Background: an optimization exercise with open tools, aiming at small area and a short achievable clock period. Do not read the settings as production practice.
In this exercise RTL edits were held to simulation tests only and were not proved equivalent to the original.

==> flow/design.v (excerpt) <==
module hulkFinder(
	input clk,
	input ena,
	input rst,
	input mode,
	input [31:0] dataA, dataB,
	output [31:0] result,
	output rdy
	);
Size: about 3,300 flip-flops, roughly 100 I/O pins, ~0.29 mm^2 of cells after synthesis.
Settings: LEC_CHECK=0, CAP_MARGIN=20, CORE_MARGIN=2, CORE_UTILIZATION=65, PLACE_DENSITY=0.72, SETUP_SLACK_MARGIN=2.5, SLEW_MARGIN=20; clock period 11.0 ns.
run.sh (not shown) runs the stock make flow with config.mk's settings and CLKGATE_MAP_FILE= SYNTH_SCRIPT=/design/flow/synth_recipe.tcl, a recipe that flattens the netlist after the stock synthesis.
==> next run, changes <==
Settings changed: CAP_MARGIN 20 to 10, CORE_UTILIZATION 65 to 55, CTS_BUF_LIST from default to sky130_fd_sc_hd__clkbuf_16, CTS_CLUSTER_DIAMETER from default to 110, CTS_CLUSTER_SIZE from default to 22, PLACE_DENSITY 0.72 to 0.65, SETUP_SLACK_MARGIN 2.5 to 2.0, SLEW_MARGIN 20 to 10.
Routed wire length is lower by a few percent.
Die area is higher by about a fifth.
Final cell count hardly moves.
Count of clock-buffer cells in the layout is lower by 260.
Worst setup slack got worse by 0.12 ns.
Synthesized area stays the same.
==> next run, changes <==
Settings changed: CAP_MARGIN 10 to 20, CTS_BUF_LIST sky130_fd_sc_hd__clkbuf_16 to default, CTS_CLUSTER_DIAMETER 110 to default, CTS_CLUSTER_SIZE 22 to default, SETUP_SLACK_MARGIN 2.0 to 4.0, SLEW_MARGIN 10 to 20.
Global-route usage came out higher by 2.4 points.
Wire length came out higher by 9.8%.
Final area climbs by 14%.
Die area does not change.
Count of clock-buffer cells in the layout increases by 273.
Synthesized cell count does not change.
Core utilization rose by 8.3 points.
==> next run, changes <==
Settings changed: CAP_MARGIN 20 to 10, CORE_UTILIZATION 55 to 62, CTS_BUF_LIST from default to sky130_fd_sc_hd__clkbuf_8, PLACE_DENSITY 0.65 to 0.7, SETUP_SLACK_MARGIN 4.0 to 2.0, SLEW_MARGIN 20 to 10.
Non-clock buffer count decreases by 2021.
Clock-buffer cell count grows by 214.
Worst hold slack degrades by 0.0055 ns.
Wire length shrinks by 8.5%.
Flip-flop and latch count does not change.
Setup slack gets worse by 0.13 ns.
Final area goes down by 10%.
Maximum frequency is lower by 1.4%.
Critical path depth does not change.
Final cell count drops by 5.9%.
==> next run, changes <==
Settings changed: CORE_UTILIZATION 62 to 55, PLACE_DENSITY 0.7 to 0.78.
The changed run passed the timing, DRC and antenna checks.
Utilization came out lower by 7.4 points.
Hold slack gains 0.0091 ns.
Setup slack loses 0.079 ns.
Maximum frequency came out lower by 0.89%.
Clock-buffer cell count came out higher by 18.
Die area came out higher by 13%.
Routed wire length came out higher by 1.2%.
==> next run, changes <==
Settings changed: CAP_MARGIN 10 to 20, CTS_BUF_LIST sky130_fd_sc_hd__clkbuf_8 to default, PLACE_DENSITY 0.78 to 0.65, SETUP_SLACK_MARGIN 2.0 to default, SLEW_MARGIN 10 to 20.
Effect: The new run ran to the end with no violations. First-iteration DRC count drops by about a fifth. Sequential share of layout area came out higher by 0.71 points. Global-route usage stays flat. Clock skew went down by 0.033 ns. Routed wire length falls by a few percent. Count of clock-buffer cells in the layout decreases by 228. Die area is unchanged. Non-clock buffer count is lower by 543.


== red ==
Starting RTL as in the previous note.
Settings: LEC_CHECK=0, CAP_MARGIN=20, CORE_MARGIN=2, CORE_UTILIZATION=55, PLACE_DENSITY=0.65, SETUP_SLACK_MARGIN=1.5, SLEW_MARGIN=20; clock period 11.0 ns.
Having completed the whole flow, red delivered a layout that passed the timing, DRC and antenna checks.
What blue does differently from red at the input level:
diff --git a/flow/config.mk b/flow/config.mk
--- a/flow/config.mk
+++ b/flow/config.mk
@@ -10,4 +10,4 @@
 export CORE_UTILIZATION = 55
 export PLACE_DENSITY = 0.65
-export SETUP_SLACK_MARGIN = 1.5
+export SETUP_SLACK_MARGIN = 2.0
 export SLEW_MARGIN = 20
[summary]
There was hardly any difference in global-route usage between red and blue. Re count of H-tree levels built during CTS: no difference whatsoever between blue and red. Where time the final worst path needs with I/O delays and setup is concerned, red is outperformed by blue. Source of the critical timing path: stage[23].tea.outData[0] -> blue, stage[31].tea.outLfsrState[36] -> red. Global routing usage on met2: blue higher than red. blue ended with every stage complete and zero timing, DRC or antenna violations. blue vs. red: setup skew after layout up 0.0033 ns; number of global-route vias before repair up 0.43%.
Here is what was changed in the inputs of green compared with blue.
diff --git a/flow/config.mk b/flow/config.mk
--- a/flow/config.mk
+++ b/flow/config.mk
@@ -6,8 +6,9 @@
 export NUM_CORES = 4
 export LEC_CHECK = 0
-export CAP_MARGIN = 20
+export CAP_MARGIN = 10
 export CORE_MARGIN = 2
 export CORE_UTILIZATION = 55
+export CTS_BUF_LIST = sky130_fd_sc_hd__clkbuf_8
 export PLACE_DENSITY = 0.65
 export SETUP_SLACK_MARGIN = 2.0
-export SLEW_MARGIN = 20
+export SLEW_MARGIN = 10
## What came out
NOTE non-filler instance count after layout blue->green increased slightly. Re smallest hold slack: green is 0.0055 ns down on blue. Number of filler cells placed in the layout on green is up relative to blue.

[port drivers added, routing unchanged]
How much do the figures lean on ideal ports? The routed layouts below were timed once more, with nothing changed but the port constraints.
Step 1 assumes that a clkbuf_16 drives the clock port and a buf_2 every other input.
Step 2, shift: input delay + t, output delay - t, t = (earliest + latest rising clock arrival at the registers) / 2. This alone moves slack from input paths to output paths.
a / b / c = no drivers / after step 1 / after step 2; a / b = the first two.
| run | t (ns) | setup slack, ns | worst setup path at the end | clock arrival spread, ns | worst register clock-pin slew, ns |
|---|---|---|---|---|---|
| the first run of note 1 | 1.127 | 2.345 / 2.345 / 2.345 | register to register | 0.071 / 0.071 | 0.08 / 0.08 |
| the second run of note 1 | 1.086 | 2.229 / 2.179 / 2.229 | register to register | 0.054 / 0.054 | 0.11 / 0.11 |
| the third run of note 1 | 1.150 | 2.290 / 2.290 / 2.290 | register to register | 0.076 / 0.076 | 0.07 / 0.07 |
| the fourth run of note 1 | 1.394 | 2.164 / 2.164 / 2.164 | register to register | 0.074 / 0.075 | 0.08 / 0.08 |
| the fifth run of note 1 | 1.388 | 2.085 / 2.085 / 2.068 | input to register | 0.112 / 0.111 | 0.08 / 0.08 |
| the sixth run of note 1 | 1.140 | 0.910 / 0.910 / 0.910 | register to register | 0.066 / 0.066 | 0.07 / 0.07 |
| red | 1.146 | 1.782 / 1.662 / 1.883 | register to register | 0.065 / 0.066 | 0.07 / 0.07 |
| blue | 1.144 | 2.178 / 2.178 / 2.172 | input to register | 0.066 / 0.067 | 0.07 / 0.07 |
| green | 1.414 | 2.232 / 2.177 / 2.232 | register to register | 0.079 / 0.078 | 0.08 / 0.08 |
After both steps every run listed still meets setup and hold. The setup slack of the fifth run of note 1, which loses most, moves by 0.000 ns with the drivers and by -0.017 ns with both steps.
